Context: an optimization exercise on an open-source flow, tuned for small area and a short achievable clock period. The choices shown serve that exercise and are no tape-out recipe. Where RTL was checked, it was by simulation tests only, not by an equivalence proof against the original. For run 2, only the layout was checked, not whether the RTL still works. Power is estimated from default activity; no workload was simulated.

==> flow/design.v <==
`timescale 1ns / 1ps
module tanh9_lane (
    input  wire        clk,
    input  wire [15:0] x,
    output wire [15:0] y
);
    wire        s_in = x[15];
    wire [14:0] ua   = x[14:0] ^ {15{s_in}};
    wire sat_in = ua[14] | ua[13] | (ua[12] & ua[11]);
    wire lo683  = (ua[10:0] < 11'd683);
    wire hi1365 = (~ua[10:0] < 11'd683);
    reg        s1_s, s1_sat, s1_h;
    reg [10:0] s1_u;
    reg        gA, gB, gC, gD, gE;
    always @(posedge clk) begin
        s1_s   <= s_in;
        s1_sat <= sat_in;
        s1_u   <= x[10:0];
        s1_h   <= ua[12];
        gA <= ~sat_in & ~ua[12] & ~ua[11] &  lo683;     
        gB <= ~sat_in & ~ua[12] & ~ua[11] & ~lo683;     
        gC <= ~sat_in & ~ua[12] &  ua[11] & ~hi1365;    
        gD <= ~sat_in & ((~ua[12] & ua[11] & hi1365) | (ua[12] & ~ua[11] & lo683));   
        gE <= ~sat_in & ua[12] & ~ua[11] & ~lo683;     
    end
    wire        s = s1_s;
    wire [10:0] u = s1_u;
    wire gD1 = gD & ~s1_h;
    wire gD2 = gD & s1_h;
    wire p1 = gA | (gC & u[0]);
    wire p2 = (gA & ~u[0]);
    wire gs3 = gD | gE;
    wire p4 = (gs3 & u[0]) | (gC & u[1]) | (gA & ~u[1]);
    wire p5 = (gs3 & u[1]) | (gC & u[2]) | (gA & ~u[2]);
    wire gs6 = ~(gA | s1_sat);
    wire p7 = gA | (gs6 & u[0]);
    wire p8 = (gA & ~u[0]) | (gs3 & u[2]) | (gC & u[3]);
    wire p9 = (gA & ~u[3]);
    wire p10 = (gs6 & u[1]) | (gA & ~u[1]);
    wire p11 = (gs3 & u[3]) | (gC & u[4]) | (gA & ~u[4]);
    wire p12 = (gD & u[0]);
    wire p13 = (gs6 & u[2]) | (gA & ~u[2]);
    wire p14 = (gs3 & u[4]) | (gC & u[5]) | (gA & ~u[5]);
    wire p15 = (gE & u[0]) | (gD & u[1]);
    wire p16 = gA | (gs6 & u[3]);
    wire p17 = (gB & u[0]) | (gA & ~u[0]) | (gs3 & u[5]) | (gC & u[6]);
    wire p18 = (gE & u[1]) | (gD & u[2]) | (gA & ~u[3]);
    wire p19 = (gA & ~u[6]);
    wire p20 = (gA & ~u[1]) | (gs6 & u[4]);
    wire p21 = (gB & u[1]) | (gA & ~u[4]) | (gs3 & u[6]) | (gC & u[7]);
    wire p22 = (gD & u[0]) | (gE & u[2]) | (gA & ~u[7]);
    wire p23 = (gD & u[3]);
    wire p24 = (gA & ~u[2]) | (gs6 & u[5]);
    wire p25 = (gB & u[0]) | (gA & ~u[5]) | (gs3 & u[7]) | (gC & u[8]);
    wire p26 = (gD & u[1]) | (gB & u[2]) | (gE & u[3]) | (gA & ~u[8]);
    wire p27 = (gD & u[4]);
    wire p28 = (gA & ~u[3]) | (gs6 & u[6]);
    wire p29 = (gC & u[0]) | (gB & u[1]) | (gA & ~u[6]) | (gs3 & u[8]);
    wire p30 = (gD & u[2]) | (gB & u[3]) | (gE & u[4]) | (gC & u[9]) | (gA & ~u[9]);
    wire p31 = (gD & u[5]);
    wire p32 = (gA & ~u[10]) | (gs6 & u[7]);
    wire p33 = (gB & u[0]) | (gC & u[1]) | (gA & ~u[4]) | (gs3 & u[9]);
    wire p34 = (gC & u[10]) | (gB & u[2]) | (gD & u[3]) | (gE & u[5]) | (gA & ~u[7]);
    wire p35 = (gB & u[4]) | (gD & u[6]);
    wire p36 = (gA & ~s) | (gs6 & u[8]);
    wire p37 = (gC & s) | (gA & u[0]) | (gB & u[1]) | (gs3 & u[10]);
    wire p38 = (gC & u[2]) | (gB & u[3]) | (gD & u[4]) | (gA & ~u[5]) | (gE & u[6]);
    wire p39 = (gB & u[5]) | (gD & u[7]) | (gA & ~u[8]);
    wire p40 = s1_sat | (gA & ~s) | (gs6 & u[9]);
    wire gs41 = gC | gE | gD1;
    wire p42 = (gs41 & s) | (gA & u[1]) | (gB & u[2]) | (gD2 & u[5]);
    wire p43 = (gC & u[3]) | (gB & u[4]) | (gA & ~u[6]) | (gE & u[7]) | (gD & u[8]);
    wire p44 = (gD2 & ~s) | (gD1 & u[5]) | (gB & u[6]) | (gA & ~u[9]);
    wire gs45 = ~(gB | gC);
    wire gs46 = gB | gC;
    wire p47 = (gs45 & ~s) | (gs46 & u[10]);
    wire p48 = (gC & s) | (gs3 & u[10]) | (gA & ~u[10]) | (gB & u[3]);
    wire p49 = (gA & u[2]) | (gC & u[4]) | (gB & u[5]) | (gD & u[6]) | (gE & u[8]);
    wire p50 = (gB & u[7]) | (gA & ~u[7]) | (gD & u[9]);
    wire gs51 = gB | s1_sat;
    wire p52 = gs41 | (gs51 & s) | (gD2 & u[10]) | (gA & u[3]);
    wire p53 = (gB & u[4]) | (gC & u[5]) | (gD & u[7]) | (gA & ~u[8]) | (gE & u[9]);
    wire p54 = (gD1 & u[10]) | (gB & u[6]);
    wire p55 = (gB & u[8]);
    wire gs56 = gA | gB | s1_sat;
    wire p57 = gC | (gs56 & ~s) | (gE & u[10]) | (gD & u[8]);
    wire p58 = (gD1 & s) | (gA & u[4]) | (gB & u[5]) | (gC & u[6]);
    wire p59 = (gB & u[7]) | (gA & ~u[9]);
    wire p60 = (gB & u[9]);
    wire gs61 = gA | s1_sat | gD2;
    wire p62 = (gB & s) | (gs61 & ~s) | (gC & u[7]) | (gD1 & u[9]);
    wire p63 = (gB & u[10]) | (gA & ~u[10]) | (gD2 & u[9]);
    wire p64 = (gA & u[5]) | (gB & u[6]);
    wire p65 = (gB & u[8]);
    wire gs66 = gC | gD;
    wire gs67 = gE | s1_sat;
    wire p68 = gB | (gs66 & s) | (gs67 & ~s) | (gA & u[6]);
    wire p69 = (gD & u[10]) | (gB & u[7]) | (gC & u[8]);
    wire p70 = (gB & u[9]);
    wire gs71 = gB | gD2;
    wire gs72 = gA | gE | s1_sat;
    wire p73 = gs71 | (gC & s) | (gs72 & ~s);
    wire p74 = (gB & u[10]) | (gA & u[7]) | (gC & u[9]);
    wire p75 = (gB & u[8]);
    wire gs76 = gA | gE | s1_sat | gD1;
    wire p77 = gD2 | (gs46 & s) | (gs76 & ~s);
    wire p78 = (gC & u[10]) | (gA & u[8]) | (gB & u[9]);
    wire gs79 = gC | gD2;
    wire p80 = gs79 | (gs76 & ~s) | (gB & u[10]);
    wire p81 = (gA & u[9]);
    wire p82 = gs79 | (gs76 & ~s);
    wire p83 = (gA & u[10]);
    wire s84 = p16 ^ p17;
    wire c85 = p16 & p17;
    wire s86 = p20 ^ p21 ^ p22;
    wire c87 = (p20 & p21) | (p20 & p22) | (p21 & p22);
    wire s88 = p24 ^ p25 ^ p26;
    wire c89 = (p24 & p25) | (p24 & p26) | (p25 & p26);
    wire s90 = p28 ^ p29 ^ p30;
    wire c91 = (p28 & p29) | (p28 & p30) | (p29 & p30);
    wire s92 = p32 ^ p33 ^ p34;
    wire c93 = (p32 & p33) | (p32 & p34) | (p33 & p34);
    wire s94 = p36 ^ p37 ^ p38;
    wire c95 = (p36 & p37) | (p36 & p38) | (p37 & p38);
    wire s96 = p40 ^ p42 ^ p43;
    wire c97 = (p40 & p42) | (p40 & p43) | (p42 & p43);
    wire s98 = p47 ^ p48 ^ p49;
    wire c99 = (p47 & p48) | (p47 & p49) | (p48 & p49);
    wire s100 = p52 ^ p53 ^ p54;
    wire c101 = (p52 & p53) | (p52 & p54) | (p53 & p54);
    wire s102 = p57 ^ p58 ^ p59;
    wire c103 = (p57 & p58) | (p57 & p59) | (p58 & p59);
    wire s104 = p62 ^ p63 ^ p64;
    wire c105 = (p62 & p63) | (p62 & p64) | (p63 & p64);
    wire s106 = p68 ^ p69;
    wire c107 = p68 & p69;
    wire s108 = p73 ^ p74;
    wire c109 = p73 & p74;
    wire s110 = p7 ^ p8;
    wire c111 = p7 & p8;
    wire s112 = p10 ^ p11 ^ p12;
    wire c113 = (p10 & p11) | (p10 & p12) | (p11 & p12);
    wire s114 = p13 ^ p14 ^ p15;
    wire c115 = (p13 & p14) | (p13 & p15) | (p14 & p15);
    wire s116 = p18 ^ p19 ^ s84;
    wire c117 = (p18 & p19) | (p18 & s84) | (p19 & s84);
    wire s118 = p23 ^ c85 ^ s86;
    wire c119 = (p23 & c85) | (p23 & s86) | (c85 & s86);
    wire s120 = p27 ^ c87 ^ s88;
    wire c121 = (p27 & c87) | (p27 & s88) | (c87 & s88);
    wire s122 = p31 ^ c89 ^ s90;
    wire c123 = (p31 & c89) | (p31 & s90) | (c89 & s90);
    wire s124 = p35 ^ c91 ^ s92;
    wire c125 = (p35 & c91) | (p35 & s92) | (c91 & s92);
    wire s126 = p39 ^ c93 ^ s94;
    wire c127 = (p39 & c93) | (p39 & s94) | (c93 & s94);
    wire s128 = p44 ^ c95 ^ s96;
    wire c129 = (p44 & c95) | (p44 & s96) | (c95 & s96);
    wire s130 = p50 ^ c97 ^ s98;
    wire c131 = (p50 & c97) | (p50 & s98) | (c97 & s98);
    wire s132 = p55 ^ c99 ^ s100;
    wire c133 = (p55 & c99) | (p55 & s100) | (c99 & s100);
    wire s134 = p60 ^ c101 ^ s102;
    wire c135 = (p60 & c101) | (p60 & s102) | (c101 & s102);
    wire s136 = p65 ^ c103 ^ s104;
    wire c137 = (p65 & c103) | (p65 & s104) | (c103 & s104);
    wire s138 = p70 ^ c105 ^ s106;
    wire c139 = (p70 & c105) | (p70 & s106) | (c105 & s106);
    wire s140 = p75 ^ c107 ^ s108;
    wire c141 = (p75 & c107) | (p75 & s108) | (c107 & s108);
    wire s142 = p77 ^ p78 ^ c109;
    wire c143 = (p77 & p78) | (p77 & c109) | (p78 & c109);
    wire s144 = p80 ^ p81;
    wire c145 = p80 & p81;
    wire s146 = p82 ^ p83;
    wire [21:0] ra = {c145, c143, c141, c139, c137, c135, c133, c131, c129, c127, c125, c123, c121, c119, c117, c115, c113, c111, p9, p5, p4, p1};
    wire [21:0] rb = {s146, s144, s142, s140, s138, s136, s134, s132, s130, s128, s126, s124, s122, s120, s118, s116, s114, s112, s110, 1'b0, 1'b0, p2};
    wire [6:0] lo = {1'b0, ra[5:0]} + {1'b0, rb[5:0]};
    reg        s2_s, s2_c;
    reg [21:6] s2_a, s2_b;
    always @(posedge clk) begin
        s2_s <= s; s2_c <= lo[6]; s2_a <= ra[21:6]; s2_b <= rb[21:6];
    end
    wire [21:6] sum = s2_a + s2_b + {15'd0, s2_c};
    wire [10:0] r = sum[21:11];
    reg        s3_s;
    reg [10:0] s3_y;
    always @(posedge clk) begin
        s3_s <= s2_s;
        s3_y <= r;
    end
    assign y = {{5{s3_s}}, s3_y};
endmodule
module tanh9slices (
    input wire clk,
    input wire rst_n,
    input wire signed [15:0] x0_in,
    input wire signed [15:0] x1_in,
    input wire valid_in,
    output wire signed [15:0] y0_out,
    output wire signed [15:0] y1_out,
    output reg valid_out
);
    reg v1, v2;
    always @(posedge clk or negedge rst_n) begin
        if (!rst_n) begin
            v1 <= 1'b0; v2 <= 1'b0; valid_out <= 1'b0;
        end else begin
            v1 <= valid_in; v2 <= v1; valid_out <= v2;
        end
    end
    tanh9_lane lane0 (.clk(clk), .x(x0_in), .y(y0_out));
    tanh9_lane lane1 (.clk(clk), .x(x1_in), .y(y1_out));
endmodule
==> flow/flow/run.sh <==
#!/bin/bash
set -euo pipefail
mapfile -t KNOBS < <(grep -v '^\s*$' flow/knobs.txt)
bash standard.sh "${KNOBS[@]}" "PRE_GLOBAL_PLACE_TCL=$PWD/flow/ports.tcl" finish > flow_make.log 2>&1
==> flow/flow/knobs.txt <==
SETUP_SLACK_MARGIN=5.4
CTS_ARGS=-sink_clustering_enable -repair_clock_nets -buf_list sky130_fd_sc_hd__clkbuf_8 -dont_use_dummy_load
BUFFER_PORTS_ARGS=-inputs -buffer_cell sky130_fd_sc_hd__buf_1
==> flow/flow/ports.tcl <==
# Buffer the output ports (ORFS's buffer_ports call then buffers the inputs).
buffer_ports -outputs -buffer_cell sky130_fd_sc_hd__buf_4
==> flow/standard.sh <==
#!/bin/bash
# synth_recipe.tcl (not shown) runs the flow's synth.tcl, then flattens the netlist and writes it again
# the make line also repeats each setting of config.mk as NAME=value (left out here)
make -C /OpenROAD-flow-scripts/flow DESIGN_CONFIG=/design/flow/config.mk WORK_HOME=/design/flow/orfs CLKGATE_MAP_FILE= SYNTH_SCRIPT=/design/flow/synth_recipe.tcl "${@:-finish}"
==> flow/config.mk <==
export PLATFORM = sky130hd
export DESIGN_NAME = tanh9slices
export DESIGN_NICKNAME = tanh9slices
export VERILOG_FILES = /design/flow/design.v
export SDC_FILE = /design/flow/constraint.sdc
export NUM_CORES = 4
export LEC_CHECK = 0
export CAP_MARGIN = 20
export CORE_MARGIN = 2
export CORE_UTILIZATION = 40
export SLEW_MARGIN = 20
==> flow/constraint.sdc <==
create_clock -name core_clock -period 8.0 [get_ports {clk}]
set_input_delay 1.6000 -clock core_clock [delete_from_list [all_inputs] [get_ports {clk}]]
set_output_delay 1.6000 -clock core_clock [all_outputs]
set_load 0.01 [all_outputs]
==> results_dict.tcl, run 1 <==
set metrics [dict create \
    io_pins 68 \
    dieHeight_um 142 \
    fp.dieW_um 142 \
    topRoutingLayerUsed "met4" \
    row_count 50 \
    initial_utilization_pct 40.9 \
    nets 960 \
    n_fill_cell 1865 \
    stdcell_count 1059 \
    gr-total-overflow 0 \
    grt_antenna_before_repair 0 \
    final_cell_mix "118 x dfxtp_1, 86 x nand2_1, 76 x a21oi_1, 67 x inv_1, 52 x fa_1" \
    crit_type "flop to primary output" \
    cts_tree "built" \
    final_cell_area_mm2 0.00809 \
    critical_path.max_fanout 5 \
    dr.first_iter.drc_count 422 \
    period_needed_ns 2.52 \
    routed_wl_mm 16.1 \
    post-route-drc-count 0 \
    drive_above_1_share_pct 5.70 \
    ctsResizeCount 10 \
    routedWlPerCell_um 15.2 \
    placed_cells 1042 \
    crit_start "lane0.s3_s$_DFF_P_" \
    synthesis.area_mm2 0.00767 \
    path_depth 0 \
    critPathArrivalTime_ns 0.92 \
    placed_area_mm2 0.00781 \
    max_slew_margin_pct 51.2 \
    finalCritPeriodShare_pct 31.5 \
    core_area_mm2 0.0188 \
    skew_ns 0.0316 \
    ff2ff_setup_slack_ns 5.53 \
    dp_slack_ns 5.20 \
    grt_start_max_net_pins 32 \
    postCtsSetupBuffers 0 \
    p_leak_nw 3.78 \
    critPathLaunchType "flop" \
    n_antenna_cell 0 \
    yosys_warnings 2 \
    crit_required_ns 6.40 \
    clock_path_buffers 2 \
    crit_end "y0_out[12]" \
    rsz0062_at_grt "false" \
    cts_sinks 133 \
    gp_congestion 0.890 \
    via_per_inst 5.44 \
    reg2reg_depth 7 \
    dr_wl_met2_mm 7.35 \
    first_pass_iters 5 \
    p_per_area_mw_per_mm2 186 \
    ys_ff_latch 133 \
    cts_hold_buf 0 \
    routed-wl-met3_um 932 \
    met1_length_mm 7.40 \
    hold_viol_final 0 \
    synth_edf_count 0 \
    fmax_mhz 397 \
    final_common_cell "dfxtp_1" \
    numCtsBuffers 17 \
    synthFlopType "dfxtp_1" \
    grt_pass1_wl_mm 27.5 \
    finalSetupViolCount 0 \
    synth_area_per_cell_um2 9.14 \
    drv_slew 0 \
    r2r_start "lane0.gD$_DFF_P_" \
    postSynthCellCount 839 \
    endpoint_kind "primary output" \
    async_flop_share_pct 2.26 \
    ant_nets 0 \
    status "complete, no violations" \
    fin_ws_ns 5.48 \
    tightestPinTransition_ns 0.731 \
    worst_hold_path.num_cells 0 \
    synth-seq-area-share_pct 34.9 \
    maxCapViolCount 0 \
    hpwl_mm 11.9 \
    clk_latency_ns 0.44 \
    multi_input_area_mm2 0.00449 \
    peakVddDrop_mv 0.106 \
    htree_levels 4 \
    tns_ns 0 \
    gr-usage-all-layers_pct 17.0 \
    hold_path_class "flop to flop" \
    num_vias 5758 \
    port-buffer-count 67 \
    die_area_mm2 0.0203 \
    synth_fp_nets 972 \
    regArea_mm2 0.00269 \
    synth_cell_types 54 \
    grt_pass1_vias 5645 \
    rr_endpoint "lane0.s2_c$_DFF_P_" \
    cts_root_buffer "clkbuf_8" \
    path_clk_slew_ns 0.06 \
    area_growth_pct 5.50 \
    worstHoldStart "lane1.s2_s$_DFF_P_" \
]
-- sequential cells by signal, indices dropped and copies added, names as in the netlist, 11 cells and up --
register,flops
lane0.s3_y,11
lane1.s2_b,16
lane1.s2_a,16
lane0.s1_u,11
lane0.s2_b,16
lane1.s3_y,11
lane1.s1_u,11
lane0.s2_a,16
-- cell usage after synthesis, types with 10 or more instances --
cell type | number | share of area [%]
dfxtp_1 | 130 | 34
nand2_1 | 86 | 4.2
a21oi_1 | 76 | 5.0
inv_1 | 67 | 3.3
clkbuf_1 | 53 | 2.6
fa_1 | 52 | 14
ha_1 | 46 | 7.5
o21ai_0 | 28 | 1.8
nand3_1 | 23 | 1.5
nor2b_1 | 23 | 1.9
nor2_1 | 22 | 1.1
nor3_1 | 19 | 1.2
a21o_1 | 17 | 1.7
and2_1 | 16 | 1.3
xnor2_1 | 14 | 1.6
a22oi_1 | 11 | 1.1
nand2b_1 | 11 | 0.90
buf_4 | 10 | 0.98
xor2_1 | 10 | 1.1
-- cell type report --
class,count,share of cell area (%)
inverters,67,3.11
clock buffers,17,2.89
flip-flops and latches,133,33.3
repair buffers,34,1.58
well taps,234,3.62
multi-input cells,574,55.5
-- worst min-delay path by stage --
| stage | endpoint | slack, ns |
|---|---|---|
| floorplan | lane0.s3_s$_DFF_P_ | 0.31 |
| global placement | lane1.s3_s$_DFF_P_ | 0.32 |
| detailed placement | lane0.s3_s$_DFF_P_ | 0.32 |
| CTS | lane1.s3_s$_DFF_P_ | 0.32 |
| global route | lane1.s3_s$_DFF_P_ | 0.33 |
| finish | lane1.s3_s$_DFF_P_ | 0.32 |
-- report_power, final --
part	total [W]	internal, W	switching (W)
logic	0.000271	0.000122	0.000149
clock network	0.000395	0.000186	0.000209
registers	0.000842	0.000757	0.0000846
total	0.00151	0.00107	0.000443
-- kinds of logic after synthesis --
| group | count (synthesis) | share of synthesized area, % |
|---|---|---|
| AOI/OAI and AO/OA | 207 | 18.0 |
| xor gates and xnor gates | 24 | 2.74 |
| adders and majority gates | 98 | 21.1 |
| buffers and inverters | 132 | 6.95 |
| DFF | 133 | 34.9 |
| muxes | 4 | 0.522 |
| and+or+nand+nor | 241 | 15.8 |
-- metrics by stage --
step	total power [W]	hold WS, ns	utilization, %
CTS	0.00153	0.319	42.9
floorplan	0.00105	0.310	-
global placement	0.00112	0.317	41.6
global route	0.00161	0.327	43.1
finish	0.00151	0.316	43.1
detailed placement	0.00113	0.317	41.6
-- worst reg2reg max path, delay by kind of cell (launching register included) --
| kind | cells | cell delay, ns |
|---|---|---|
| AO/OA/AOI/OAI | 4 | 0.86 |
| adder cells (fa/ha/maj) | 2 | 0.57 |
| flip-flops | 1 | 0.46 |
| AND/OR/NAND/NOR | 1 | 0.47 |
-- per-layer routing --
metal	vias to the layer above	global-route usage, %
li1	2832	-
met1	2674	21.8
met2	218	27.0
met3	34	4.58
met4	0	7.03
met5	-	0
==> run 2, diff against run 1 <==
--- a/flow/design.v
+++ b/flow/design.v
@@ -177,9 +177,9 @@
     wire [21:0] rb = {s146, s144, s142, s140, s138, s136, s134, s132, s130, s128, s126, s124, s122, s120, s118, s116, s114, s112, s110, 1'b0, 1'b0, p2};
-    wire [6:0] lo = {1'b0, ra[5:0]} + {1'b0, rb[5:0]};
+    wire [7:0] lo = {1'b0, ra[6:0]} + {1'b0, rb[6:0]};
     reg        s2_s, s2_c;
-    reg [21:6] s2_a, s2_b;
+    reg [21:7] s2_a, s2_b;
     always @(posedge clk) begin
-        s2_s <= s; s2_c <= lo[6]; s2_a <= ra[21:6]; s2_b <= rb[21:6];
-    end
-    wire [21:6] sum = s2_a + s2_b + {15'd0, s2_c};
+        s2_s <= s; s2_c <= lo[7]; s2_a <= ra[21:7]; s2_b <= rb[21:7];
+    end
+    wire [21:7] sum = s2_a + s2_b + {14'd0, s2_c};
     wire [10:0] r = sum[21:11];
==> flow/flow/ports.tcl (replaced) <==
# Buffer the output ports (ORFS's buffer_ports call then buffers the inputs).
buffer_ports -outputs -buffer_cell sky130_fd_sc_hd__buf_2
==> run 2 against run 1 <==
  * Register-to-register slack lost 0.03 ns
  * Die area grew 3.3%
  * Clock-buffer cell count is the same
  * Sequential power shrank 2%
  * Synthesized area grew 3.4%
  * First-iteration DRC count grew 7.3%
  * Clock skew shrank 0.0083 ns
  * Final cell count grew 5.4%
  * Combinational power grew 19%
  * Fmax shrank 0.64%
  * Final area grew 3.0%
==> results_dict.tcl, run 2 <==
set metrics [dict create \
    final_cell_area_mm2 0.00833 \
    via_per_inst 5.34 \
    finalCritPeriodShare_pct 31.7 \
    period_needed_ns 2.54 \
    grt_start_max_net_pins 31 \
    first_pass_iters 5 \
    cts_root_buffer "clkbuf_8" \
    synthFlopType "dfxtp_1" \
    dr.first_iter.drc_count 453 \
    synth_area_leader_cell "dfxtp_1" \
    hold_path_class "flop to flop" \
    power_w 0.00155 \
    crit_required_ns 6.40 \
    tightestPinTransition_ns 0.839 \
    postCtsSetupBuffers 0 \
    final_cell_mix "114 x dfxtp_1, 79 x nand2_1, 71 x a21oi_1, 66 x inv_1, 52 x fa_1" \
    rsz0062_at_grt "true" \
    numCtsBuffers 17 \
    grt_pass1_wl_mm 28.6 \
    synth-seq-area-share_pct 32.8 \
    synth_top_area_share_pct 31.8 \
    synth_edf_count 0 \
    fmax_mhz 394 \
    routed-wl-met3_mm 1.15 \
    initial_utilization_pct 40.7 \
    n_antenna_cell 0 \
    synthTopCellsByArea "dfxtp_1 32%, fa_1 13%, ha_1 7.3%" \
    cts_tree "built" \
    synth_fp_nets 1001 \
    synth_cell_types 71 \
    met1_length_mm 8.69 \
    clk_latency_ns 0.44 \
    finalSetupViolCount 0 \
    placed_area_mm2 0.00807 \
    p_leak_nw 3.92 \
    grt_pass1_vias 5663 \
    crit_type "flop to primary output" \
    critPathLaunchType "flop" \
    hold_viol_final 0 \
    gr-usage-all-layers_pct 17.2 \
    gp_congestion 0.896 \
    fp.dieW_um 145 \
    hpwl_mm 12.4 \
    port-buffer-count 67 \
    drive_above_1_share_pct 5.99 \
    critical_path.max_fanout 5 \
    endpoint_kind "primary output" \
    peakVddDrop_mv 0.0927 \
    synth_area_per_cell_um2 9.13 \
    clock_path_buffers 2 \
    num_vias 5956 \
    row_count 51 \
    nets 986 \
    postSynthCellCount 868 \
    yosys.cell_count.top_type "dfxtp_1" \
    post-route-drc-count 0 \
    core_area_mm2 0.0195 \
    skew_ns 0.0233 \
    status "complete, no violations" \
    critPathArrivalTime_ns 0.94 \
    maxCapViolCount 0 \
    io_pins 68 \
    ant_nets 0 \
    grt_antenna_before_repair 0 \
    gr-total-overflow 0 \
    htree_levels 4 \
    routedWlPerCell_um 15.3 \
    dieHeight_um 145 \
    synthesis.area_mm2 0.00793 \
    final_common_cell "dfxtp_1" \
    p_per_area_mw_per_mm2 186 \
    yosys_warnings 2 \
    die_area_mm2 0.0210 \
    area_growth_pct 5.10 \
    topRoutingLayerUsed "met4" \
    async_flop_share_pct 2.33 \
    max_slew_margin_pct 44.0 \
    synth_commonest_cells "126 x dfxtp_1, 79 x nand2_1, 71 x a21oi_1" \
    n_fill_cell 1921 \
    cts_sinks 129 \
    routed_wl_mm 17.0 \
    stdcell_count 1116 \
    cts_hold_buf 0 \
    tns_ns 0 \
    drv_slew 0 \
    dr_wl_met2_mm 6.97 \
    placed_cells 1099 \
    ys_ff_latch 129 \
    path_clk_slew_ns 0.08 \
    ff2ff_setup_slack_ns 5.50 \
]
==> run 2: cell count changes after synthesis, sizes merged, moves of 5 or more <==
cell,delta
a221o,+6
o21a,+5
clkbuf,-7
xnor2,-7
a21boi,+8
nand3b,-7
nor3,+9
nand2,-6
buf,+10
o21ai,-7
a22oi,+5
==> run 2: power breakdown <==
group	total, W	switching [W]	internal [W]	leakage, nW
sequential	0.000822	0.0000846	0.000737	1.09
clock	0.000405	0.000218	0.000187	0.122
combinational	0.000323	0.000181	0.000142	2.71
==> run 2: final cells by class <==
class                   count  area, um^2  share of cell area, %
multi-input cells         605        4770                   57.3
inverters                  66         248                   2.97
repair buffers             34         128                   1.53
well taps                 265         332                   3.98
flip-flops and latches    129        2620                   31.4
clock buffers              17         234                   2.81
==> run 2: timing repair <==
action                                  in CTS  in global routing
endpoints found under the setup margin      29                 17
endpoints found under the hold margin        0                  0
gates cloned                                 0                  0
resized for setup                            8                 10
==> run 2: kinds of logic after synthesis <==
family / count (synthesis) / share of synthesized area [%]
fa+ha+maj: 98 / 20.4
mux: 2 / 0.253
simple gates: 244 / 15.5
compound gates: 244 / 22.0
xor+xnor: 17 / 1.88
buf+inv: 134 / 7.18
flops: 129 / 32.8
==> run 2: worst paths after layout <==
check,startpoint,endpoint,cells past startpoint
worst max-delay path,lane0.s3_s$_DFF_P_,y0_out[11],0
worst min-delay path,lane1.s2_s$_DFF_P_,lane1.s3_s$_DFF_P_,0
worst max register to register,lane0.gD$_DFF_P_,lane0.s2_c$_DFF_P_,7
worst min register to register,lane1.s2_s$_DFF_P_,lane1.s3_s$_DFF_P_,0
max in group asynchronous,rst_n,v1$_DFF_PN0_,1
min in group asynchronous,rst_n,valid_out$_DFF_PN0_,1
==> run 2: metrics by stage <==
stage	hold WS, ns	utilization (%)	worst slack, ns
finish	0.337	42.8	5.46
floorplan	0.310	-	5.41
global route	0.353	42.8	5.40
CTS	0.341	42.7	5.32
global placement	0.317	41.4	5.17
detailed placement	0.314	41.4	5.09
==> run 2: per-layer routing <==
layer	global-route usage, %	up-vias
met5	0	-
met4	5.06	0
met3	4.57	18
met2	24.7	200
met1	25.3	2760
li1	-	2978
==> run 3, diff against run 2 <==
--- a/flow/design.v
+++ b/flow/design.v
@@ -177,9 +177,9 @@
     wire [21:0] rb = {s146, s144, s142, s140, s138, s136, s134, s132, s130, s128, s126, s124, s122, s120, s118, s116, s114, s112, s110, 1'b0, 1'b0, p2};
-    wire [7:0] lo = {1'b0, ra[6:0]} + {1'b0, rb[6:0]};
+    wire [6:0] lo = {1'b0, ra[5:0]} + {1'b0, rb[5:0]};
     reg        s2_s, s2_c;
-    reg [21:7] s2_a, s2_b;
+    reg [21:6] s2_a, s2_b;
     always @(posedge clk) begin
-        s2_s <= s; s2_c <= lo[7]; s2_a <= ra[21:7]; s2_b <= rb[21:7];
-    end
-    wire [21:7] sum = s2_a + s2_b + {14'd0, s2_c};
+        s2_s <= s; s2_c <= lo[6]; s2_a <= ra[21:6]; s2_b <= rb[21:6];
+    end
+    wire [21:6] sum = s2_a + s2_b + {15'd0, s2_c};
     wire [10:0] r = sum[21:11];
==> flow/flow/knobs.txt (replaced) <==
SETUP_SLACK_MARGIN=5.4
CTS_ARGS=-sink_clustering_enable -repair_clock_nets -buf_list sky130_fd_sc_hd__clkbuf_8 -dont_use_dummy_load
==> flow/flow/ports.tcl (replaced) <==
# Port buffers, sourced before global placement: ORFS's own buffer_ports call
# is replaced by two calls, so every port still gets a buffer, but the inputs
# get buf_1 and the outputs buf_2 (timing repair may resize them later).
rename buffer_ports orfs_buffer_ports
proc buffer_ports {args} {
  orfs_buffer_ports -outputs -buffer_cell sky130_fd_sc_hd__buf_2
  orfs_buffer_ports -inputs -buffer_cell sky130_fd_sc_hd__buf_1
}
==> run 3 against run 2 <==
  * Still clean on timing, DRC and antenna
  * Wire length decreased by 4.9%
  * Sequential share of layout area increased by 1.2 points
  * Global-route usage decreased by 0.45 points
  * Register-to-register slack about the same
  * Combinational power increased by 3%
  * First-iteration DRC count decreased by 21%
  * Clock power decreased by 2%
  * Core utilization increased by 1.2 points
  * Die area decreased by 3.2%
==> results_dict.tcl, run 3 <==
set metrics [dict create \
    status "complete, no violations" \
    via_per_inst 5.34 \
    area_growth_pct 7.65 \
    initial_utilization_pct 40.9 \
    yosys_warnings 2 \
    synth_area_per_cell_um2 9.14 \
    p_per_area_mw_per_mm2 187 \
    endpoint_kind "primary output" \
    synth_edf_count 0 \
    tns_ns 0 \
    first_pass_iters 6 \
    hpwl_mm 12.0 \
    die_area_mm2 0.0203 \
    finalCritPeriodShare_pct 31.7 \
    max_slew_margin_pct 52.7 \
    postCtsSetupBuffers 0 \
    dieHeight_um 142 \
    clk_latency_ns 0.45 \
    grt_antenna_before_repair 0 \
    crit_slowest_cell "dfxtp_2" \
    num_vias 5830 \
    finalSetupViolCount 0 \
    critPathLaunchType "flop" \
    row_count 50 \
    r2r_start "lane1.s1_u[8]$_DFF_P_" \
    cts_sinks 133 \
    multi_input_area_mm2 0.00449 \
    regArea_mm2 0.00269 \
    fp.dieW_um 142 \
    n_antenna_cell 0 \
    async_flop_share_pct 2.26 \
    stdcell_count 1092 \
    nets 993 \
    synth_commonest_cells "130 x dfxtp_1, 86 x nand2_1, 76 x a21oi_1" \
    n_fill_cell 1825 \
    routed_wl_mm 16.2 \
    drv_slew 0 \
    gp_congestion 0.914 \
    grt_start_max_net_pins 32 \
    io_pins 68 \
    synthTopCellsByArea "dfxtp_1 34%, fa_1 14%, ha_1 7.5%" \
    dr.first_iter.drc_count 356 \
    gr-total-overflow 0 \
    crit_type "flop to primary output" \
    synth_cell_types 54 \
    critical_path.max_fanout 5 \
    postLayoutCoreUtil_pct 44.0 \
    hold_path_class "flop to flop" \
    grt_pass1_vias 5572 \
    path_buf_inv 1 \
    synthesis.area_mm2 0.00767 \
    cp_cell_sequence "buf_2" \
    worstHoldStart "lane1.s2_s$_DFF_P_" \
    yosys.cell_count.top_type "dfxtp_1" \
    grt_pass1_wl_mm 27.1 \
    critPathArrivalTime_ns 0.93 \
    path_clk_slew_ns 0.08 \
    fmax_mhz 395 \
    tightestPinTransition_ns 0.708 \
    ys_ff_latch 133 \
    cts_root_buffer "clkbuf_8" \
    postSynthCellCount 839 \
    p_leak_nw 3.91 \
    max_stage_delay_ns 0.35 \
    peakVddDrop_mv 0.106 \
    power_w 0.00154 \
    routedWlPerCell_um 14.8 \
    drive_above_1_share_pct 8.97 \
    crit_start "lane0.s3_s$_DFF_P_" \
    post-route-drc-count 0 \
    final_common_cell "dfxtp_1" \
    final_cell_mix "119 x dfxtp_1, 86 x nand2_1, 76 x a21oi_1, 67 x inv_1, 52 x fa_1" \
    cts_tree "built" \
    synth_fp_nets 972 \
    htree_levels 4 \
    clock_path_buffers 2 \
    maxCapViolCount 0 \
    crit_required_ns 6.40 \
    synth-seq-area-share_pct 34.9 \
    placed_cells 1075 \
    gr-usage-all-layers_pct 16.8 \
    port-buffer-count 67 \
    synth_area_leader_cell "dfxtp_1" \
    numCtsBuffers 17 \
    cp_top_family "flip-flops" \
    hold_viol_final 0 \
    skew_ns 0.0267 \
    rsz0062_at_grt "true" \
    synthFlopType "dfxtp_1" \
    period_needed_ns 2.53 \
    ant_nets 0 \
    synth_top_area_share_pct 33.9 \
    core_area_mm2 0.0188 \
]
run 3: cell families (layout without fill, tap and decap cells):
kind of cell    count (synthesis)  after routing  share of synthesized area (%)
xor+xnor                       24             24                           2.74
flops                         133            133                           34.9
fa+ha+maj                      98             98                           21.1
buf+inv                       132            151                           6.95
compound gates                207            207                           18.0
simple gates                  241            241                           15.8
mux                             4              4                          0.522
run 3: power by group:
| part | switching (W) | internal, W | leakage (nW) | total, W |
|---|---|---|---|---|
| Combinational | 0.000184 | 0.000149 | 2.67 | 0.000333 |
| Clock | 0.000211 | 0.000186 | 0.122 | 0.000397 |
| Sequential | 0.0000564 | 0.000756 | 1.12 | 0.000812 |
run 3: routing by layer:
| metal | GRT usage, % | part of all wire [%] | up-vias |
|---|---|---|---|
| li1 | - | - | 2910 |
| met1 | 21.8 | 45 | 2677 |
| met2 | 27.1 | 47 | 211 |
| met3 | 4.54 | 6.4 | 32 |
| met4 | 5.63 | 1.5 | 0 |
| met5 | 0 | 0 | - |
run 3: repair_timing:
| item | 4_1_cts | 5_1_grt |
|---|---|---|
| hold buffers | 0 | 0 |
| setup endpoints to repair | 25 | 16 |
| gates resized for setup | 9 | 11 |
run 3: path summary, 6_finish.rpt:
kind                                          endpoint  slack [ns]  depth (start not counted)
worst max-delay path                        y0_out[13]        5.47                          1
worst min-delay path                lane1.s3_s$_DFF_P_        0.33                          0
worst max register to register  lane1.s2_b[14]$_DFF_P_        5.50                          7
worst min register to register      lane1.s3_s$_DFF_P_        0.33                          0
max in group asynchronous                 v1$_DFF_PN0_        6.89                          1
min in group asynchronous          valid_out$_DFF_PN0_        0.95                          1
run 3: cell type report:
class                           instances  area share [%]
Multi-Input combinational cell        574            54.4
Tap cell                              234            3.55
Inverter                               67            3.05
Timing Repair Buffer                   67            3.55
Sequential cell                       133            32.6
Clock buffer                           17            2.83
run 3: through the flow:
step                cell area [um^2]  hold slack, ns  setup slack [ns]
detailed placement              7970           0.313              5.20
global route                    8260           0.343              5.39
finish                          8260           0.326              5.47
global placement                7970           0.312              5.20
floorplan                       7670           0.310              5.43
CTS                             8220           0.329              5.34
==> run 4, diff against run 3 <==
--- a/flow/design.v
+++ b/flow/design.v
@@ -175,4 +175,5 @@
     wire s146 = p82 ^ p83;
-    wire [21:0] ra = {c145, c143, c141, c139, c137, c135, c133, c131, c129, c127, c125, c123, c121, c119, c117, c115, c113, c111, p9, p5, p4, p1};
-    wire [21:0] rb = {s146, s144, s142, s140, s138, s136, s134, s132, s130, s128, s126, s124, s122, s120, s118, s116, s114, s112, s110, 1'b0, 1'b0, p2};
+    wire s147 = c145 ^ s146;
+    wire [21:0] ra = {s147, c143, c141, c139, c137, c135, c133, c131, c129, c127, c125, c123, c121, c119, c117, c115, c113, c111, p9, p5, p4, p1};
+    wire [21:0] rb = {1'b0, s144, s142, s140, s138, s136, s134, s132, s130, s128, s126, s124, s122, s120, s118, s116, s114, s112, s110, 1'b0, 1'b0, p2};
     wire [6:0] lo = {1'b0, ra[5:0]} + {1'b0, rb[5:0]};
==> flow/flow/run.sh (replaced) <==
#!/bin/bash
set -euo pipefail
mapfile -t KNOBS < <(grep -v '^\s*$' flow/knobs.txt)
bash standard.sh "${KNOBS[@]}" finish > flow_make.log 2>&1
==> flow/flow/knobs.txt (replaced) <==
SETUP_SLACK_MARGIN=5.4
CTS_ARGS=-sink_clustering_enable -repair_clock_nets -buf_list sky130_fd_sc_hd__clkbuf_8 -dont_use_dummy_load
BUFFER_PORTS_ARGS=-buffer_cell sky130_fd_sc_hd__buf_1
removed: flow/flow/ports.tcl
==> run 4 against run 3 <==
  * Synthesized cell count is 0.60% lower
  * Total power shrank 1.7%
  * Global-route usage down 0.085 points
  * Critical endpoint is now y1_out[0]
  * Largest power group unchanged
  * Highest routed layer unchanged
==> results_dict.tcl, run 4 <==
set metrics [dict create \
    cts_root_buffer "clkbuf_8" \
    grt_pass1_vias 5637 \
    grt_antenna_before_repair 0 \
    skew_ns 0.0213 \
    postSynthCellCount 834 \
    fin_ws_ns 5.47 \
    initial_utilization_pct 40.6 \
    stdcell_count 1097 \
    maxCapViolCount 0 \
    cts_tree "built" \
    combinationalPowerShare_pct 21.3 \
    status "complete, no violations" \
    nets 998 \
    cts_sinks 131 \
    numCtsBuffers 17 \
    gr-total-overflow 0 \
    rsz0062_at_grt "true" \
    post-route-drc-count 0 \
    routed_wl_mm 15.9 \
    tightestPinTransition_ns 0.780 \
    p_per_area_mw_per_mm2 186 \
    peakVddDrop_mv 0.100 \
    endpoint_kind "primary output" \
    htree_levels 4 \
    synth_commonest_cells "128 x dfxtp_1, 99 x nand2_1, 70 x inv_1" \
    multi_input_area_mm2 0.00443 \
    critPathArrivalTime_ns 0.93 \
    fp.dieW_um 142 \
    hpwl_mm 11.9 \
    io_pins 68 \
    synth_fp_nets 967 \
    drive_above_1_share_pct 6.14 \
    hold_path_class "flop to flop" \
    cts_hold_buf 0 \
    row_count 50 \
    period_needed_ns 2.53 \
    max_slew_margin_pct 47.9 \
    final_cell_mix "120 x dfxtp_1, 99 x nand2_1, 69 x inv_1, 65 x a21oi_1, 60 x buf_1" \
    routedWlPerCell_um 14.5 \
    clock_path_buffers 2 \
    path_clk_slew_ns 0.08 \
    regArea_mm2 0.00265 \
    crit_required_ns 6.40 \
    max_stage_delay_ns 0.36 \
    final_common_cell "dfxtp_1" \
    grt_pass1_wl_mm 26.9 \
    crit_slowest_cell "dfxtp_1" \
    synth_cell_types 63 \
    synth_area_leader_cell "dfxtp_1" \
    port-buffer-count 67 \
    dp_slack_ns 5.19 \
    first_pass_iters 6 \
    die_area_mm2 0.0200 \
    synth_edf_count 0 \
    crit_type "flop to primary output" \
    synthTopCellsByArea "dfxtp_1 34%, fa_1 14%, ha_1 7.6%" \
    ys_ff_latch 131 \
    core_area_mm2 0.0186 \
    cp_top_family "flip-flops" \
    largestRegisters "lane0.s2_a x16, lane1.s2_a x16" \
    power_frac_clock_pct 26.0 \
    synthesis.area_mm2 0.00757 \
    placed_cells 1077 \
    dieHeight_um 142 \
    fmax_mhz 395 \
    gp_congestion 0.916 \
    cp_cell_sequence "clkbuf_2" \
    synth_area_per_cell_um2 9.08 \
    synthFlopType "dfxtp_1" \
    hold_viol_final 0 \
    finalCritPeriodShare_pct 31.7 \
    gr-usage-all-layers_pct 16.7 \
    tns_ns 0 \
    finalSetupViolCount 0 \
    p_seq_share_pct 52.7 \
    async_flop_share_pct 2.29 \
    switching_share_pct 29.4 \
    grt_start_max_net_pins 30 \
    critPathLaunchType "flop" \
    path_buf_inv 1 \
    synth-seq-area-share_pct 34.8 \
    n_fill_cell 1859 \
    synth_top_area_share_pct 33.9 \
    critical_path.max_fanout 1 \
    clk_latency_ns 0.44 \
    yosys_warnings 2 \
    n_antenna_cell 0 \
    dr.first_iter.drc_count 494 \
    via_per_inst 5.31 \
    switchingPower_w 0.000446 \
    num_vias 5822 \
    internal-power_w 0.00107 \
    p_leak_nw 3.84 \
    drv_slew 0 \
    ant_nets 0 \
    area_growth_pct 7.74 \
    yosys.cell_count.top_type "dfxtp_1" \
]
## run 4: cell types whose count changed in the layout (fill, tap and decap cells not counted), sizes merged, moves of 6 or more
cell	before	now
nor2	22	38
a21oi	76	68
nand3b	8	0
nand2	86	99
a22oi	11	19
nand3	23	29
## run 4: what timing repair did
action	4_1_cts	5_1_grt
setup buffers	0	3
resized for setup	7	14
endpoints found under the setup margin	24	22
## run 4: worst reg2reg max path, cell delays in order (launching register included)
cell,delay [ns]
dfxtp_1,0.52
o21ai_0,0.27
nand2_1,0.08
a2111oi_1,0.53
fa_1,0.49
inv_1,0.08
fa_1,0.41
## run 4: worst paths after layout
path	startpoint	to	slack (ns)	depth (start not counted)
worst max register to register	lane0.gB$_DFF_P_	lane0.s2_b[14]$_DFF_P_	5.50	6
worst max-delay path	lane1.s3_y[0]$_DFF_P_	y1_out[0]	5.47	1
worst min-delay path	lane1.s2_s$_DFF_P_	lane1.s3_s$_DFF_P_	0.34	0
max in group asynchronous	rst_n	v2$_DFF_PN0_	6.87	1
worst min register to register	lane1.s2_s$_DFF_P_	lane1.s3_s$_DFF_P_	0.34	0
min in group asynchronous	rst_n	v1$_DFF_PN0_	0.98	1
## run 4: layer usage
layer  part of all wire [%]  GRT usage (%)
met3                    5.5           3.51
met5                      0              0
met2                     48           27.8
met1                     44           21.1
met4                    2.5           7.00
## run 4: through the flow
stage                     hold WS (ns)  util (%)  power (W)  area [um^2]
after floorplan                  0.310         -    0.00104         7580
after global placement           0.310      42.2    0.00113         7870
after detailed placement         0.322      42.2    0.00114         7870
after CTS                        0.339      43.5    0.00155         8110
after global routing             0.351      43.7    0.00163         8160
final                            0.336      43.7    0.00152         8160
## run 4: cell type report
| type | count | share of cell area [%] |
|---|---|---|
| Sequential cell | 131 | 32.5 |
| Inverter | 70 | 3.27 |
| Clock buffer | 17 | 2.87 |
| Timing Repair Buffer | 70 | 3.47 |
| Tap cell | 234 | 3.59 |
| Multi-Input combinational cell | 575 | 54.3 |
## run 4: kinds of logic (layout without fill, tap and decap cells)
| group | count (synthesis) | count (layout) | synth area share [%] |
|---|---|---|---|
| AOI/OAI and AO/OA | 197 | 197 | 17.9 |
| DFF | 131 | 131 | 34.8 |
| xor gates and xnor gates | 23 | 23 | 2.66 |
| buffers and inverters | 128 | 157 | 6.84 |
| muxes | 4 | 4 | 0.578 |
| and+or+nand+nor | 253 | 253 | 15.8 |
| adders and majority gates | 98 | 98 | 21.4 |
## run 4: power by group through the flow
stage / clock [W] / sequential (W) / combinational, W
2_1_floorplan: 0 / 0.000804 / 0.000239
3_3_place_gp: 0 / 0.000815 / 0.000320
3_5_place_dp: 0 / 0.000813 / 0.000327
4_1_cts: 0.000422 / 0.000799 / 0.000327
5_1_grt: 0.000444 / 0.000809 / 0.000375
6_report: 0.000394 / 0.000800 / 0.000323
==> run 5, diff against run 4 <==
==> flow/flow/knobs.txt (replaced) <==
SETUP_SLACK_MARGIN=5.5
CTS_ARGS=-sink_clustering_enable -repair_clock_nets -buf_list sky130_fd_sc_hd__clkbuf_8 -dont_use_dummy_load
BUFFER_PORTS_ARGS=-buffer_cell sky130_fd_sc_hd__buf_1
==> run 5 against run 4 <==
  * Clock-buffer cell count unchanged
  * Global-route usage increased by 0.37 points
  * Flip-flop and latch count unchanged
  * Critical path depth unchanged
  * Combinational power increased by 8.7%
==> results_dict.tcl, run 5 <==
set metrics [dict create \
    status "complete, no violations" \
    nets 996 \
    grt_pass1_wl_mm 27.4 \
    path_clk_slew_ns 0.08 \
    via_per_inst 5.37 \
    combinationalPowerShare_pct 22.6 \
    peakVddDrop_mv 0.0945 \
    gr-usage-all-layers_pct 17.1 \
    p_per_area_mw_per_mm2 188 \
    hold_viol_final 0 \
    gp_congestion 0.915 \
    row_count 50 \
    synth_commonest_cells "128 x dfxtp_1, 99 x nand2_1, 70 x inv_1" \
    crit_required_ns 6.40 \
    fmax_mhz 392 \
    switchingPower_w 0.000458 \
    internal-power_w 0.00110 \
    finalSetupViolCount 0 \
    crit_slowest_cell "dfxtp_4" \
    critPathLaunchType "flop" \
    rsz0062_at_grt "true" \
    cp_cell_sequence "buf_2" \
    area_growth_pct 9.57 \
    port-buffer-count 67 \
    numCtsBuffers 17 \
    routed_wl_mm 16.2 \
    cts_tree "built" \
    cp_top_family "flip-flops" \
    maxCapViolCount 0 \
    routedWlPerCell_um 14.8 \
    dp_slack_ns 5.18 \
    largestRegisters "lane0.s2_a x16, lane1.s2_a x16" \
    cts_sinks 131 \
    critical_path.max_fanout 5 \
    synth_edf_count 0 \
    num_vias 5878 \
    cts_root_buffer "clkbuf_8" \
    p_leak_nw 3.93 \
    io_pins 68 \
    period_needed_ns 2.55 \
    grt_start_max_net_pins 30 \
    max_stage_delay_ns 0.37 \
    holdWs_ns 0.319 \
    synth_top_area_share_pct 33.9 \
    max_slew_margin_pct 56.1 \
    fin_ws_ns 5.45 \
    die_area_mm2 0.0200 \
    initial_utilization_pct 40.6 \
    clock_path_buffers 2 \
    synthFlopType "dfxtp_1" \
    tns_ns 0 \
    synthesis.area_mm2 0.00757 \
    dieHeight_um 142 \
    n_antenna_cell 0 \
    gr-total-overflow 0 \
    htree_levels 4 \
    first_pass_iters 6 \
    power_w 0.00156 \
    core_area_mm2 0.0186 \
    placed_area_mm2 0.00787 \
    final_common_cell "dfxtp_1" \
    grt_pass1_vias 5708 \
    crit_type "flop to primary output" \
    skew_ns 0.0229 \
    yosys_warnings 2 \
    finalCritPeriodShare_pct 31.9 \
    critPathArrivalTime_ns 0.95 \
    synth_area_leader_cell "dfxtp_1" \
    post-route-drc-count 0 \
    clk_latency_ns 0.44 \
    hpwl_mm 12.0 \
    synth_fp_nets 967 \
    final_cell_area_mm2 0.00829 \
    synthTopCellsByArea "dfxtp_1 34%, fa_1 14%, ha_1 7.6%" \
    synth_cell_types 63 \
    path_buf_inv 1 \
    switching_share_pct 29.4 \
    fp.dieW_um 142 \
    hold_path_class "flop to flop" \
    grt_antenna_before_repair 0 \
    drive_above_1_share_pct 10.3 \
    n_fill_cell 1863 \
    ant_nets 0 \
    p_seq_share_pct 51.7 \
    tightestPinTransition_ns 0.657 \
    dr.first_iter.drc_count 567 \
    power_frac_clock_pct 25.7 \
    async_flop_share_pct 2.29 \
    ys_ff_latch 131 \
    yosys.cell_count.top_type "dfxtp_1" \
    postSynthCellCount 834 \
    drv_slew 0 \
    endpoint_kind "primary output" \
    synth_area_per_cell_um2 9.08 \
    final_cell_mix "112 x dfxtp_1, 99 x nand2_1, 69 x inv_1, 65 x a21oi_1, 52 x fa_1" \
    synth-seq-area-share_pct 34.8 \
]
## run 5: cell counts after synthesis
No cell type changed its count.
## run 5: cells by family (layout without fill, tap and decap cells)
kind of cell / count (synthesis) / count (layout) / synth area share (%)
adders and majority gates: 98 / 98 / 21.4
and+or+nand+nor: 253 / 253 / 15.8
buffers and inverters: 128 / 155 / 6.84
DFF: 131 / 131 / 34.8
AOI/OAI and AO/OA: 197 / 197 / 17.9
muxes: 4 / 4 / 0.578
xor gates and xnor gates: 23 / 23 / 2.66
## run 5: layer usage
layer / share of wire [%] / global-route usage [%] / up-vias
li1: - / - / 2877
met1: 43 / 21.0 / 2741
met2: 49 / 28.2 / 216
met3: 5.7 / 4.52 / 44
met4: 2.6 / 7.63 / 0
met5: 0 / 0 / -
## run 5: final cells by class
class	count	area (um^2)	share of cell area, %
clock buffer	17	234	2.82
inverter	70	267	3.21
multi-input combinational	575	4450	53.7
sequential	131	2670	32.1
tap	234	293	3.53
timing repair buffer	68	382	4.60
## run 5: final timing paths
check,from,slack (ns),endpoint,cells past startpoint
max,lane1.s3_s$_DFF_P_,5.45,y1_out[13],1
min,lane0.s2_s$_DFF_P_,0.32,lane0.s3_s$_DFF_P_,0
max reg2reg,lane0.s1_u[8]$_DFF_P_,5.61,lane0.s2_b[14]$_DFF_P_,7
min reg2reg,lane0.s2_s$_DFF_P_,0.32,lane0.s3_s$_DFF_P_,0
max in group asynchronous,rst_n,6.87,valid_out$_DFF_PN0_,1
min in group asynchronous,rst_n,0.98,v1$_DFF_PN0_,1
## run 5: metrics by stage
stage	utilization, %	cells
after floorplan	-	834
after global placement	42.2	1077
after detailed placement	42.2	1077
after CTS	44.0	1094
after global routing	44.5	1095
final	44.5	1095
## run 5: power by group through the flow
stage / logic [W] / clock network (W) / registers, W
finish: 0.000351 / 0.000400 / 0.000806
global route: 0.000403 / 0.000448 / 0.000816
CTS: 0.000341 / 0.000421 / 0.000801
detailed placement: 0.000326 / 0 / 0.000814
global placement: 0.000319 / 0 / 0.000815
floorplan: 0.000239 / 0 / 0.000804
## run 5: timing repair
item	in CTS	in global routing
gates resized for setup	51	24
setup buffers	0	1
hold buffers	0	0
endpoints found under the setup margin	61	57
==> run 6, diff against run 5 <==
==> flow/flow/knobs.txt (replaced) <==
SETUP_SLACK_MARGIN=5.55
CTS_ARGS=-sink_clustering_enable -repair_clock_nets -buf_list sky130_fd_sc_hd__clkbuf_8 -dont_use_dummy_load
BUFFER_PORTS_ARGS=-buffer_cell sky130_fd_sc_hd__buf_1
MATCH_CELL_FOOTPRINT=0
==> run 6 against run 5 <==
  * Still clean on timing, DRC and antenna
  * Via count decreased by 0.66%
  * Register-to-register slack improved by 0.05 ns
  * Hold slack improved by 0.011 ns
  * Worst setup slack better by 0.0021 ns
  * Wire length is 0.58% higher
  * Non-clock buffer count up 5
  * Clock-buffer cell count is the same
  * Combinational power is essentially flat
  * Clock power about the same
  * Critical path depth did not move
  * Global-route usage hardly changed
  * Flip-flop and latch count stayed put
  * Critical endpoint is now y1_out[15]
==> results_dict.tcl, run 6 <==
set metrics [dict create \
    critical_path.max_fanout 5 \
    rsz0062_at_grt "true" \
    cts_sinks 131 \
    gp_congestion 0.903 \
    clk_latency_ns 0.44 \
    hold_path_class "flop to flop" \
    synth_commonest_cells "128 x dfxtp_1, 99 x nand2_1, 70 x inv_1" \
    postSynthCellCount 834 \
    hold_viol_final 0 \
    port-buffer-count 67 \
    finalSetupViolCount 0 \
    path_clk_slew_ns 0.08 \
    critPathArrivalTime_ns 0.95 \
    synthTopCellsByArea "dfxtp_1 34%, fa_1 14%, ha_1 7.6%" \
    cp_top_family "flip-flops" \
    clock_path_buffers 2 \
    synth_area_leader_cell "dfxtp_1" \
    placed_area_mm2 0.00788 \
    crit_required_ns 6.40 \
    ff2ff_setup_slack_ns 5.66 \
    path_buf_inv 1 \
    ys_ff_latch 131 \
    topRoutingLayerUsed "met4" \
    yosys.cell_count.top_type "dfxtp_1" \
    max_stage_delay_ns 0.39 \
    yosys_warnings 2 \
    final_cell_area_mm2 0.00837 \
    io_pins 68 \
    post-route-drc-count 0 \
    synth_top_area_share_pct 33.9 \
    path_depth 1 \
    routed-wl-met3_um 819 \
    reg2reg_depth 7 \
    dr.first_iter.drc_count 474 \
    synth_edf_count 0 \
    crit_slowest_cell "dfxtp_4" \
    grt_pass1_vias 5695 \
    tightestPinTransition_ns 0.565 \
    grt_pass1_wl_mm 27.4 \
    rr_endpoint "lane0.s2_c$_DFF_P_" \
    synthFlopType "dfxtp_1" \
    grt_antenna_before_repair 0 \
    cts_tree "built" \
    final_cell_mix "106 x dfxtp_1, 99 x nand2_1, 69 x inv_1, 65 x a21oi_1, 52 x fa_1" \
    finalCritPeriodShare_pct 31.8 \
    die_area_mm2 0.0200 \
    p_leak_nw 3.96 \
    drv_slew 0 \
    dr_wl_met2_mm 7.95 \
    endpoint_kind "primary output" \
    critPathLaunchType "flop" \
    synth_area_per_cell_um2 9.08 \
    routed_wl_mm 16.3 \
    row_count 50 \
    gr-usage-all-layers_pct 17.1 \
    hpwl_mm 12.0 \
    cts_root_buffer "clkbuf_8" \
    via_per_inst 5.31 \
    fin_ws_ns 5.45 \
    area_growth_pct 10.6 \
    crit_start "lane1.s3_s$_DFF_P_" \
    fp.dieW_um 142 \
    nets 1001 \
    final_common_cell "dfxtp_1" \
    initial_utilization_pct 40.6 \
    dp_slack_ns 5.16 \
    synth-seq-area-share_pct 34.8 \
    first_pass_iters 5 \
    dieHeight_um 142 \
    worst_hold_path.num_cells 0 \
    synth_cell_types 63 \
    num_vias 5839 \
    met1_length_mm 7.15 \
    peakVddDrop_mv 0.0930 \
    crit_type "flop to primary output" \
    n_antenna_cell 0 \
    async_flop_share_pct 2.29 \
    gr-total-overflow 0 \
    p_per_area_mw_per_mm2 186 \
    holdWs_ns 0.329 \
    synthesis.area_mm2 0.00757 \
    drive_above_1_share_pct 11.9 \
    maxCapViolCount 0 \
    grt_start_max_net_pins 30 \
    cp_cell_sequence "buf_6" \
    max_slew_margin_pct 62.3 \
    htree_levels 4 \
    ant_nets 0 \
    period_needed_ns 2.55 \
    tns_ns 0 \
    fmax_mhz 393 \
    skew_ns 0.0250 \
    numCtsBuffers 17 \
    r2r_start "lane0.gE$_DFF_P_" \
    largestRegisters "lane0.s2_a x16, lane1.s2_a x16" \
    crit_end "y1_out[15]" \
    core_area_mm2 0.0186 \
    synth_fp_nets 967 \
    routedWlPerCell_um 14.8 \
    status "complete, no violations" \
]
## run 6: repair_timing
action                                 in CTS  in global routing
setup endpoints to repair                  71                 65
endpoints found under the hold margin       0                  0
gates resized for setup                    90                 29
buffers inserted                            0                  6
hold buffers                                0                  0
gates cloned                                0                  0
## run 6: worst min-delay path by stage
stage	start	endpoint	slack (ns)
floorplan	lane0.s2_s$_DFF_P_	lane0.s3_s$_DFF_P_	0.31
global route	lane0.s2_s$_DFF_P_	lane0.s3_s$_DFF_P_	0.34
global placement	lane0.s2_s$_DFF_P_	lane0.s3_s$_DFF_P_	0.31
finish	lane0.s2_s$_DFF_P_	lane0.s3_s$_DFF_P_	0.33
detailed placement	lane0.s2_s$_DFF_P_	lane0.s3_s$_DFF_P_	0.32
CTS	lane0.s2_s$_DFF_P_	lane0.s3_s$_DFF_P_	0.33
## run 6: final cells by class
class	instances	area (um^2)
well taps	234	293
flip-flops and latches	131	2680
inverters	70	267
multi-input cells	575	4460
fillers	1865	10300
repair buffers	73	444
clock buffers	17	234
## run 6: per-layer routing
metal | up-vias | track usage, %
li1 | 2885 | -
met1 | 2720 | 21.3
met2 | 196 | 28.1
met3 | 38 | 4.35
met4 | 0 | 7.68
met5 | - | 0
## run 6: kinds of logic after synthesis
family / after synthesis / share of synthesized area, %
xor gates and xnor gates: 23 / 2.66
buffers and inverters: 128 / 6.84
adders and majority gates: 98 / 21.4
DFF: 131 / 34.8
AOI/OAI and AO/OA: 197 / 17.9
and+or+nand+nor: 253 / 15.8
muxes: 4 / 0.578
## run 6: per-stage QoR
step                instances  util [%]  power, W
floorplan                 834         -   0.00104
global placement         1077      42.2   0.00114
detailed placement       1077      42.2   0.00114
CTS                      1094      44.2   0.00157
global route             1100      44.9   0.00167
finish                   1100      44.9   0.00156
## run 6: where the power goes
group	internal, W	switching [W]
sequential	0.000747	0.0000590
combinational	0.000167	0.000186
clock	0.000186	0.000212
total	0.00110	0.000457
==> run 7, diff against run 6 <==
==> flow/flow/knobs.txt (replaced) <==
SETUP_SLACK_MARGIN=5.45
CTS_ARGS=-sink_clustering_enable -repair_clock_nets -buf_list sky130_fd_sc_hd__clkbuf_8 -dont_use_dummy_load
BUFFER_PORTS_ARGS=-buffer_cell sky130_fd_sc_hd__buf_1
MATCH_CELL_FOOTPRINT=0
==> run 7 against run 6 <==
  * Still clean
  * Synthesized cell count unchanged
  * Sequential share of layout area up 0.47 points
  * Worst setup slack improved by 0.016 ns
  * Critical path depth is the same
  * Register-to-register slack got worse by 0.11 ns
  * Sequential power is 0.7% lower
  * Combinational power down 7.9%
  * Synthesized area unchanged
  * Hold slack gained 0.0055 ns
  * Via count down 0.27%
  * Clock-buffer cell count is the same
  * Core utilization is 0.95 points lower
  * Critical endpoint unchanged
  * Highest routed layer unchanged
==> results_dict.tcl, run 7 <==
set metrics [dict create \
    port-buffer-count 67 \
    topRoutingLayerUsed "met4" \
    switching_share_pct 29.4 \
    maxCapViolCount 0 \
    hold_viol_final 0 \
    drive_above_1_share_pct 7.88 \
    yosys.cell_count.top_type "dfxtp_1" \
    p_leak_nw 3.87 \
    crit_type "flop to primary output" \
    status "complete, no violations" \
    switchingPower_w 0.000446 \
    routed_wl_mm 15.9 \
    final_common_cell "dfxtp_1" \
    tns_ns 0 \
    num_vias 5823 \
    critical_path.max_fanout 5 \
    ys_ff_latch 131 \
    final_cell_area_mm2 0.00820 \
    io_pins 68 \
    synthesis.area_mm2 0.00757 \
    n_fill_cell 1860 \
    core_area_mm2 0.0186 \
    synth_commonest_cells "128 x dfxtp_1, 99 x nand2_1, 70 x inv_1" \
    clock_path_buffers 2 \
    combinationalPowerShare_pct 21.4 \
    synth_cell_types 63 \
    max_stage_delay_ns 0.36 \
    die_area_mm2 0.0200 \
    dp_slack_ns 5.19 \
    largestRegisters "lane0.s2_a x16, lane1.s2_a x16" \
    cts_root_buffer "clkbuf_8" \
    hold_path_class "flop to flop" \
    period_needed_ns 2.53 \
    worst_hold_path.num_cells 0 \
    critPathArrivalTime_ns 0.93 \
    routedWlPerCell_um 14.5 \
    placed_cells 1077 \
    n_antenna_cell 0 \
    gp_congestion 0.916 \
    cts_tree "built" \
    cp_top_family "flip-flops" \
    post-route-drc-count 0 \
    synth_edf_count 0 \
    initial_utilization_pct 40.6 \
    synth_area_leader_cell "dfxtp_1" \
    postSynthCellCount 834 \
    fp.dieW_um 142 \
    power_frac_clock_pct 25.9 \
    rsz0062_at_grt "true" \
    internal-power_w 0.00107 \
    r2r_start "lane1.gD$_DFF_P_" \
    crit_required_ns 6.40 \
    nets 998 \
    placed_area_mm2 0.00787 \
    fmax_mhz 395 \
    cts_sinks 131 \
    cts_hold_buf 0 \
    grt_pass1_wl_mm 27.0 \
    path_clk_slew_ns 0.08 \
    p_per_area_mw_per_mm2 185 \
    row_count 50 \
    gr-usage-all-layers_pct 16.7 \
    ff2ff_setup_slack_ns 5.55 \
    grt_antenna_before_repair 0 \
    area_growth_pct 8.28 \
    synthTopCellsByArea "dfxtp_1 34%, fa_1 14%, ha_1 7.6%" \
    synth_top_area_share_pct 33.9 \
    endpoint_kind "primary output" \
    dr.first_iter.drc_count 512 \
    power_w 0.00152 \
    max_slew_margin_pct 54.4 \
    numCtsBuffers 17 \
    stdcell_count 1097 \
    peakVddDrop_mv 0.100 \
    synth_area_per_cell_um2 9.08 \
    synth-seq-area-share_pct 34.8 \
    grt_start_max_net_pins 30 \
    routed-wl-met3_um 897 \
    dieHeight_um 142 \
    first_pass_iters 5 \
    drv_slew 0 \
    critPathLaunchType "flop" \
    ant_nets 0 \
    reg2reg_depth 6 \
    path_buf_inv 1 \
    dr_wl_met2_mm 7.61 \
    tightestPinTransition_ns 0.684 \
    clk_latency_ns 0.44 \
    rr_endpoint "lane1.s2_b[11]$_DFF_P_" \
    finalCritPeriodShare_pct 31.6 \
    gr-total-overflow 0 \
    hpwl_mm 11.9 \
    yosys_warnings 2 \
    finalSetupViolCount 0 \
    final_cell_mix "116 x dfxtp_1, 99 x nand2_1, 69 x inv_1, 65 x a21oi_1, 52 x fa_1" \
    cp_cell_sequence "buf_2" \
    fin_ws_ns 5.47 \
    min_to "lane1.s3_s$_DFF_P_" \
    crit_slowest_cell "dfxtp_4" \
    via_per_inst 5.31 \
    synthFlopType "dfxtp_1" \
    p_seq_share_pct 52.7 \
    met1_length_mm 6.98 \
    worstHoldStart "lane1.s2_s$_DFF_P_" \
    grt_pass1_vias 5643 \
    async_flop_share_pct 2.29 \
    htree_levels 4 \
    skew_ns 0.0215 \
    synth_fp_nets 967 \
]
[run 7: cell counts after synthesis]
No cell type changed its count.
[run 7: cell families (layout without fill, tap and decap cells)]
family | count (synthesis) | after routing | synth area share (%)
AOI/OAI and AO/OA | 197 | 197 | 17.9
and+or+nand+nor | 253 | 253 | 15.8
DFF | 131 | 131 | 34.8
muxes | 4 | 4 | 0.578
buffers and inverters | 128 | 157 | 6.84
adders and majority gates | 98 | 98 | 21.4
xor gates and xnor gates | 23 | 23 | 2.66
[run 7: how the worst max path moves through the flow]
stage	from	endpoint	slack (ns)	cells past startpoint
2_1_floorplan	x0_in[1]	lane0.gA$_DFF_P_	5.39	6
3_3_place_gp	x1_in[1]	lane1.gA$_DFF_P_	5.19	7
3_5_place_dp	x1_in[1]	lane1.gA$_DFF_P_	5.19	7
4_1_cts	lane1.s1_h$_DFF_P_	lane1.s2_b[14]$_DFF_P_	5.41	7
5_1_grt	lane1.s3_s$_DFF_P_	y1_out[12]	5.40	1
6_report	lane1.s3_s$_DFF_P_	y1_out[15]	5.47	1
[run 7: final cells by class]
class / instances / area [um^2] / area share [%]
Tap cell: 234 / 293 / 3.57
Clock buffer: 17 / 234 / 2.85
Sequential cell: 131 / 2660 / 32.5
Timing Repair Buffer: 70 / 307 / 3.74
Multi-Input combinational cell: 575 / 4440 / 54.1
Inverter: 70 / 267 / 3.25
[run 7: routing by layer]
metal	track usage, %	up-vias
met2	27.8	234
met4	7.00	0
met5	0	-
li1	-	2871
met1	21.1	2676
met3	3.51	42
[run 7: what timing repair did]
action,4_1_cts,5_1_grt
resized for setup,24,22
pin swaps,0,0
setup endpoints to repair,41,31
setup buffers,0,3
[run 7: through the flow]
stage                     utilization, %  hold slack, ns
after global placement              42.2           0.310
final                               44.0           0.335
after floorplan                        -           0.310
after CTS                           43.6           0.339
after detailed placement            42.2           0.322
after global routing                44.0           0.349
[run 7: power groups by stage]
stage | logic (W) | clock network, W | registers, W
after detailed placement | 0.000327 | 0 | 0.000813
after floorplan | 0.000239 | 0 | 0.000804
after global placement | 0.000320 | 0 | 0.000815
after CTS | 0.000329 | 0.000422 | 0.000800
final | 0.000325 | 0.000394 | 0.000800
after global routing | 0.000378 | 0.000444 | 0.000810

## static timing again, ports no longer ideal
The results above use ideal ports. As a check the final layouts listed here were re-extracted and re-timed, cells and wires unchanged. Step 1 sets driving cells, clkbuf_16 on the clock port and buf_2 on the other inputs (assumed; they add their load-dependent delay and slew). Step 2, shift: input delay + t, output delay - t, t = (earliest + latest rising clock arrival at the registers) / 2. This alone moves slack from input paths to output paths. Three values: ideal, step 1, step 2; two values: the first two.
| run | shift t [ns] | setup WS [ns] | worst hold slack (ns) | worst slew at a driven data input, ns | pins driven straight from the clock port |
|---|---|---|---|---|---|
| run 1 | 0.471 | 5.480 / 5.436 / 5.201 | 0.316 / 0.316 / 0.316 | 0.03 | 1 |
| run 2 | 0.473 | 5.463 / 5.424 / 5.167 | 0.337 / 0.337 / 0.337 | 0.03 | 1 |
| run 3 | 0.474 | 5.467 / 5.429 / 5.200 | 0.326 / 0.326 / 0.326 | 0.03 | 1 |
| run 4 | 0.459 | 5.467 / 5.429 / 5.199 | 0.336 / 0.336 / 0.336 | 0.03 | 1 |
| run 5 | 0.468 | 5.450 / 5.413 / 5.202 | 0.319 / 0.319 / 0.319 | 0.03 | 1 |
| run 6 | 0.470 | 5.452 / 5.415 / 5.175 | 0.329 / 0.329 / 0.329 | 0.03 | 1 |
| run 7 | 0.460 | 5.469 / 5.431 / 5.198 | 0.335 / 0.335 / 0.335 | 0.04 | 1 |
After both steps setup and hold are still met in every run listed. For run 2, which loses most, drivers alone change the setup slack by -0.039 ns; drivers and shift together by -0.296 ns.
